This is an optimization exercise on Yosys and OpenROAD, whose aim is small area and a short achievable clock period, not a production implementation. Function was checked by simulation only, so behaviour that the tests miss may differ from the original.

## job 1140
==> flow/design.v (excerpt) <==
module dit_fft_8 (
    input [15:0] in0_r, in1_r, in2_r, in3_r, in4_r, in5_r, in6_r, in7_r,
    input [15:0] in0_i, in1_i, in2_i, in3_i, in4_i, in5_i, in6_i, in7_i,
    input clk, RST_N, write, start,
    output [15:0] out0_r, out1_r, out2_r, out3_r, out4_r, out5_r, out6_r, out7_r,
    output [15:0] out0_i, out1_i, out2_i, out3_i, out4_i, out5_i, out6_i, out7_i,
    output ready
);
Settings: LEC_CHECK=0, CAP_MARGIN=20, CORE_MARGIN=2, CORE_UTILIZATION=60, CTS_CLUSTER_DIAMETER=90, CTS_CLUSTER_SIZE=24, PLACE_DENSITY=0.7, SLEW_MARGIN=20; clock period 10.0 ns.
standard.sh (not shown) runs the stock make flow with config.mk's settings and CLKGATE_MAP_FILE= SYNTH_SCRIPT=/design/flow/synth_recipe.tcl, a recipe that flattens the netlist after the stock synthesis.
==> flow/flow/run.sh <==
#!/bin/bash
# Standard layout, with the resizer's setup repair aimed below the clock period
# so that it works on the paths that set the achieved period, plain buffers on
# the ports, and a clock tree without dummy loads.
set -euo pipefail
bash standard.sh SETUP_SLACK_MARGIN=6.2 "BUFFER_PORTS_ARGS=-buffer_cell sky130_fd_sc_hd__buf_1" \
  "CTS_ARGS=-sink_clustering_enable -repair_clock_nets -sink_clustering_size 24 -sink_clustering_max_diameter 90 -dont_use_dummy_load" \
  finish > standard.log 2>&1
Relative to job 1140, the following input files were edited for job 1815:
==> flow/flow/run.sh <==
#!/bin/bash
# Standard layout, with the resizer's setup repair aimed below the clock period
# so that it works on the paths that set the achieved period, and plain
# buffers on the ports.
set -euo pipefail
bash standard.sh SETUP_SLACK_MARGIN=6.4 "BUFFER_PORTS_ARGS=-buffer_cell sky130_fd_sc_hd__buf_2" finish > standard.log 2>&1
==> summary.txt <==
Job 1815: no failed stages, no open violations at the end
The number of buffers created by CTS number comes out higher for job 1140 vs job 1815.
Number of placed cells counting well taps: job 1140 vs job 1815, no meaningful difference
Compared with job 1140, placement density in the core of job 1815 is higher.
Endpoint required time on the critical path (lower): job 1140
Compared to job 1140, job 1815 has number of antenna cells inserted 3 higher.
> inputs changed (job 1815 -> job 787)
==> flow/flow/run.sh <==
#!/bin/bash
# Standard layout, with the resizer's setup repair aimed below the clock period
# so that it works on the paths that set the achieved period, and plain
# buffers on the ports.
set -euo pipefail
bash standard.sh SETUP_SLACK_MARGIN=6.2 "BUFFER_PORTS_ARGS=-buffer_cell sky130_fd_sc_hd__buf_2" finish > standard.log 2>&1
==> comparison <==
- Looking at worst relative slew slack, job 787 sits 0.20 points higher than job 1815 does.
- Maximum buffer depth of the clock tree: job 1815 vs job 787 identical
- Job 1815 and job 787 ended up with roughly the same insertion delay of the later-clocked pin in the worst-skew pair.
- Summary of job 787 over job 1815: met2 global-route usage saw an increase, via count lost 288, hold slack saw an increase.
The inputs of job 5603 differ from those of job 787 as listed below.
==> flow/flow/run.sh <==
#!/bin/bash
# Standard layout, with the resizer's setup repair aimed below the clock period
# so that it works on the paths that set the achieved period, plain buffers on
# the ports, and a clock tree without dummy loads.
set -euo pipefail
bash standard.sh SETUP_SLACK_MARGIN=6.0 "BUFFER_PORTS_ARGS=-buffer_cell sky130_fd_sc_hd__buf_1" \
  "CTS_ARGS=-sink_clustering_enable -repair_clock_nets -sink_clustering_size 24 -sink_clustering_max_diameter 90 -dont_use_dummy_load" \
  finish > standard.log 2>&1
diff --git a/flow/config.mk b/flow/config.mk
--- a/flow/config.mk
+++ b/flow/config.mk
@@ -8,7 +8,7 @@
 export CAP_MARGIN = 20
 export CORE_MARGIN = 2
-export CORE_UTILIZATION = 60
+export CORE_UTILIZATION = 68
 export CTS_CLUSTER_DIAMETER = 90
 export CTS_CLUSTER_SIZE = 24
-export PLACE_DENSITY = 0.7
+export PLACE_DENSITY = 0.78
 export SLEW_MARGIN = 20
Findings:
Job 5603 reached the end of the flow, and the finished layout is clean on the timing, design-rule and antenna checks.
Going from job 787 to job 5603, routed metal-1 wire length shows a reduction of 7.3 mm; met3 demand-to-capacity share in global routing shows an increase of 0.95 points; first-pass detailed-route iteration total shows an increase of 1.
The following lists how job 2588 was set up differently from job 5603:
==> flow/flow/run.sh <==
#!/bin/bash
# Standard layout, with the resizer's setup repair aimed below the clock period
# so that it works on the paths that set the achieved period, plain buffers on
# the ports, and a clock tree without dummy loads.
set -euo pipefail
bash standard.sh SETUP_SLACK_MARGIN=6.2 "BUFFER_PORTS_ARGS=-buffer_cell sky130_fd_sc_hd__buf_1" \
  "CTS_ARGS=-sink_clustering_enable -repair_clock_nets -sink_clustering_size 24 -sink_clustering_max_diameter 90 -dont_use_dummy_load" \
  finish > standard.log 2>&1
diff --git a/flow/config.mk b/flow/config.mk
--- a/flow/config.mk
+++ b/flow/config.mk
@@ -8,7 +8,7 @@
 export CAP_MARGIN = 20
 export CORE_MARGIN = 2
-export CORE_UTILIZATION = 68
+export CORE_UTILIZATION = 74
 export CTS_CLUSTER_DIAMETER = 90
 export CTS_CLUSTER_SIZE = 24
-export PLACE_DENSITY = 0.78
+export PLACE_DENSITY = 0.84
 export SLEW_MARGIN = 20
--- outcome ---
- Taking job 5603 as the reference, in job 2588 data arrival at the endpoint of the critical path now sits higher; number of standard-cell rows in the floorplan went down about 4%; non-clock buffer count went up; count of antenna-violating nets left after detailed routing has remained practically unchanged.
- Re global-route wire length before repair: job 2588 is about 5.5% up on job 5603.

[port drivers added, routing unchanged]
Ports are ideal in the flow. The routed layouts listed here were re-timed in OpenROAD.
Step 1 assumes that a clkbuf_16 drives the clock port and a buf_2 every other input.
Step 2 adds t to the input delays and takes it off the output delays; t is the mean of the earliest and latest rising clock arrival at the registers after step 1. Input paths then give back, and output paths get back, about the clock's delay inside the block.
Slacks: no drivers / after step 1 / after step 2; pairs: no drivers / after step 1.
run | t, ns | slack for setup (ns) | hold slack, ns | latest minus earliest clock arrival (ns) | pins driven straight from the clock port
job 1140 | 0.756 | 6.192 / 6.228 / 5.472 | 0.294 / 0.294 / 0.294 | 0.084 / 0.084 | 1
job 1815 | 0.774 | 6.273 / 6.258 / 5.484 | 0.321 / 0.321 / 0.321 | 0.043 / 0.043 | 1
job 787 | 0.779 | 6.287 / 6.326 / 5.547 | 0.325 / 0.325 / 0.325 | 0.040 / 0.040 | 1
job 5603 | 0.736 | 6.060 / 6.060 / 5.381 | 0.326 / 0.326 / 0.326 | 0.071 / 0.071 | 1
job 2588 | 0.730 | 6.124 / 6.163 / 5.433 | 0.267 / 0.267 / 0.267 | 0.084 / 0.083 | 1
After both steps every run listed still meets setup and hold. For job 1815, which loses most, drivers alone change the setup slack by -0.015 ns; drivers and shift together by -0.789 ns.
